Context: an optimization exercise on an open-source flow, tuned for small area and a short achievable clock period. The choices shown serve that exercise and are no tape-out recipe.
Power is estimated from default activity; no workload was simulated.

== the previous run ==
==> flow/design.v <==
module L1_cache #(
    parameter CTID = 0)
    (
    input logic clock,
    input logic reset,
    input logic [31:0] PCF,                  
    input logic [31:0] addr_rst,             
    input logic [1:0] tid_fetch,             
    input logic [31:0] br_target,            
    input logic [1:0] tid_br,                
    input logic [31:0] l2addr,               
    input logic [1:0] l2_tid,                
    input logic [127:0] l2_line,             
    input logic l2_valid_rsp,                
    output logic br_req,                     
    output logic req_spec,                   
    output logic req_refill,                 
    output logic [31:0] instr                
    );
    localparam integer NF = 8;    
    localparam integer NH = 4;    
    logic         active;       
    logic [27:0]  tag;          
    logic [127:0] data;         
    logic         rst_q;        
    genvar gi;
    logic          tid_ok;      
    assign tid_ok = (l2_tid == CTID);
    logic [NF-1:0] fill_c, fill_cn;
    logic [127:0]  blk;         
    generate
        for (gi = 0; gi < NF; gi++) begin : g_fill
            L1_fdec u_fdec (.valid(l2_valid_rsp), .tid_ok(tid_ok), .clr(rst_q), .f(fill_c[gi]), .fn(fill_cn[gi]));
        end
        for (gi = 0; gi < 128; gi++) begin : g_blk
            L1_sel2 u_blk (.s(fill_c[gi/(128/NF)]), .sn(fill_cn[gi/(128/NF)]), .a(l2_line[gi]), .b(data[gi]), .y(blk[gi]));
        end
    endgenerate
    logic fill, fill_n, tload, thold;
    L1_fdec u_fdec_t (.valid(l2_valid_rsp), .tid_ok(tid_ok), .clr(1'b0), .f(fill), .fn(fill_n));
    assign tload = fill & ~reset;
    assign thold = fill_n & ~reset;
    logic [27:0] tag_d;
    generate
        for (gi = 0; gi < 28; gi++) begin : g_tag
            L1_sel2 u_tag (.s(tload), .sn(thold), .a(l2addr[gi+4]), .b(tag[gi]), .y(tag_d[gi]));
        end
    endgenerate
    logic [6:0] eq_p, eq_b;
    generate
        for (gi = 0; gi < 7; gi++) begin : g_cmp
            L1_eq4 u_eqp (.a(PCF[4*gi+7 -: 4]), .t(tag[4*gi+3 -: 4]), .eq(eq_p[gi]));
            L1_eq4 u_eqb (.a(br_target[4*gi+7 -: 4]), .t(tag[4*gi+3 -: 4]), .eq(eq_b[gi]));
        end
    endgenerate
    logic [NH-1:0] hna, hnb;
    generate
        for (gi = 0; gi < NH; gi++) begin : g_hit
            L1_nand4 u_hna (.a(eq_p[3:0]), .y(hna[gi]));
            L1_nand4 u_hnb (.a({active, eq_p[6:4]}), .y(hnb[gi]));
        end
    endgenerate
    logic [3:0] wsel;
    assign wsel[3] = (PCF[3:0] == 4'hc);
    assign wsel[2] = (PCF[3:0] == 4'h8);
    assign wsel[1] = (PCF[3:0] == 4'h4);
    assign wsel[0] = ~(wsel[3] | wsel[2] | wsel[1]);
    generate
        for (gi = 0; gi < 32; gi++) begin : g_out
            L1_word u_out (.s(wsel), .d({blk[96+gi], blk[64+gi], blk[32+gi], blk[gi]}),
                           .hna(hna[gi/(32/NH)]), .hnb(hnb[gi/(32/NH)]), .y(instr[gi]));
        end
    endgenerate
    logic hit_p;
    assign hit_p      = &eq_p;
    assign req_spec   = active & hit_p & wsel[3];
    assign req_refill = active & ~hit_p;
    assign br_req     = ~active & (tid_br == CTID) & ~(&eq_b);
    always_ff @(posedge clock) begin
        active <= (tid_fetch == CTID);
        data   <= blk;
        tag    <= tag_d;
        rst_q  <= reset;
    end
endmodule
module L1_fdec (input logic valid, input logic tid_ok, input logic clr, output logic f, output logic fn);
    assign f  = valid & tid_ok;
    assign fn = ~((valid & tid_ok) | clr);
endmodule
module L1_sel2 (input logic s, input logic sn, input logic a, input logic b, output logic y);
    assign y = (s & a) | (sn & b);
endmodule
module L1_eq4 (input logic [3:0] a, input logic [3:0] t, output logic eq);
    assign eq = (a == t);
endmodule
module L1_nand4 (input logic [3:0] a, output logic y);
    assign y = ~(&a);
endmodule
module L1_word (input logic [3:0] s, input logic [3:0] d, input logic hna, input logic hnb, output logic y);
    assign y = ~(hna | hnb) & (|(s & d));
endmodule
==> flow/config.mk <==
export PLATFORM = sky130hd
export DESIGN_NAME = L1_cache
export DESIGN_NICKNAME = L1_cache
export VERILOG_FILES = /design/flow/design.v
export SDC_FILE = /design/flow/constraint.sdc
export NUM_CORES = 4
export LEC_CHECK = 0
export CAP_MARGIN = 20
export CORE_MARGIN = 2
export CORE_UTILIZATION = 40
export CTS_BUF_LIST = sky130_fd_sc_hd__clkbuf_4 sky130_fd_sc_hd__clkbuf_8
export SETUP_SLACK_MARGIN = 2.3
export SLEW_MARGIN = 20
export SYNTH_HIERARCHICAL = 1
==> flow/constraint.sdc <==
create_clock -name core_clock -period 6.0 [get_ports {clock}]
set_input_delay 1.2000 -clock core_clock [delete_from_list [all_inputs] [get_ports {clock}]]
set_output_delay 1.2000 -clock core_clock [all_outputs]
set_load 0.01 [all_outputs]
standard.sh (not shown) runs the stock make flow with config.mk's settings and CLKGATE_MAP_FILE= SYNTH_SCRIPT=/design/flow/synth_recipe.tcl, a recipe that flattens the netlist after the stock synthesis.
==> flow/flow/run.sh <==
#!/bin/bash
# Standard ORFS layout; the only change is that port buffers use the smallest buffer cell.
set -euo pipefail
export BUFFER_PORTS_ARGS="-buffer_cell sky130_fd_sc_hd__buf_1"
bash standard.sh > standard_flow.log 2>&1
Edits applied to the flow inputs when going from the previous run to the current run:
Settings: a deleted SETUP_SLACK_MARGIN that had been 2.3.
## What came out
The previous run → the current run: global-route usage decreased by 2.3 points relative to the old numbers; final clock period utilization by the worst path increased by 12 points relative to the old numbers; combinational fraction of design power decreased by 2.2 points relative to the old numbers.
No run of this note included a check of the RTL's function; only the layout flow was run.

[port drivers added, routing unchanged]
No port has a modelled driver above. Below, the same layouts with a new extraction and two added sets of constraints.
Step 1 sets driving cells, clkbuf_16 on the clock port and buf_2 on the other inputs (assumed; they add their load-dependent delay and slew).
Step 2 adds t to the input delays and takes it off the output delays; t is the mean of the earliest and latest rising clock arrival at the registers after step 1. Input paths then give back, and output paths get back, about the clock's delay inside the block.
Slacks: ideal ports / drivers / drivers and shift; pairs: ideal ports / drivers.
run | t, ns | setup slack, ns | cell pins on the clock port's net
the previous run | 0.487 | 2.108 / 2.076 / 2.076 | 1
the current run | 0.482 | 1.415 / 1.389 / 1.389 | 1
After both steps every run listed still meets setup and hold. For the previous run, which loses most, drivers alone change the setup slack by -0.032 ns; drivers and shift together by -0.032 ns.
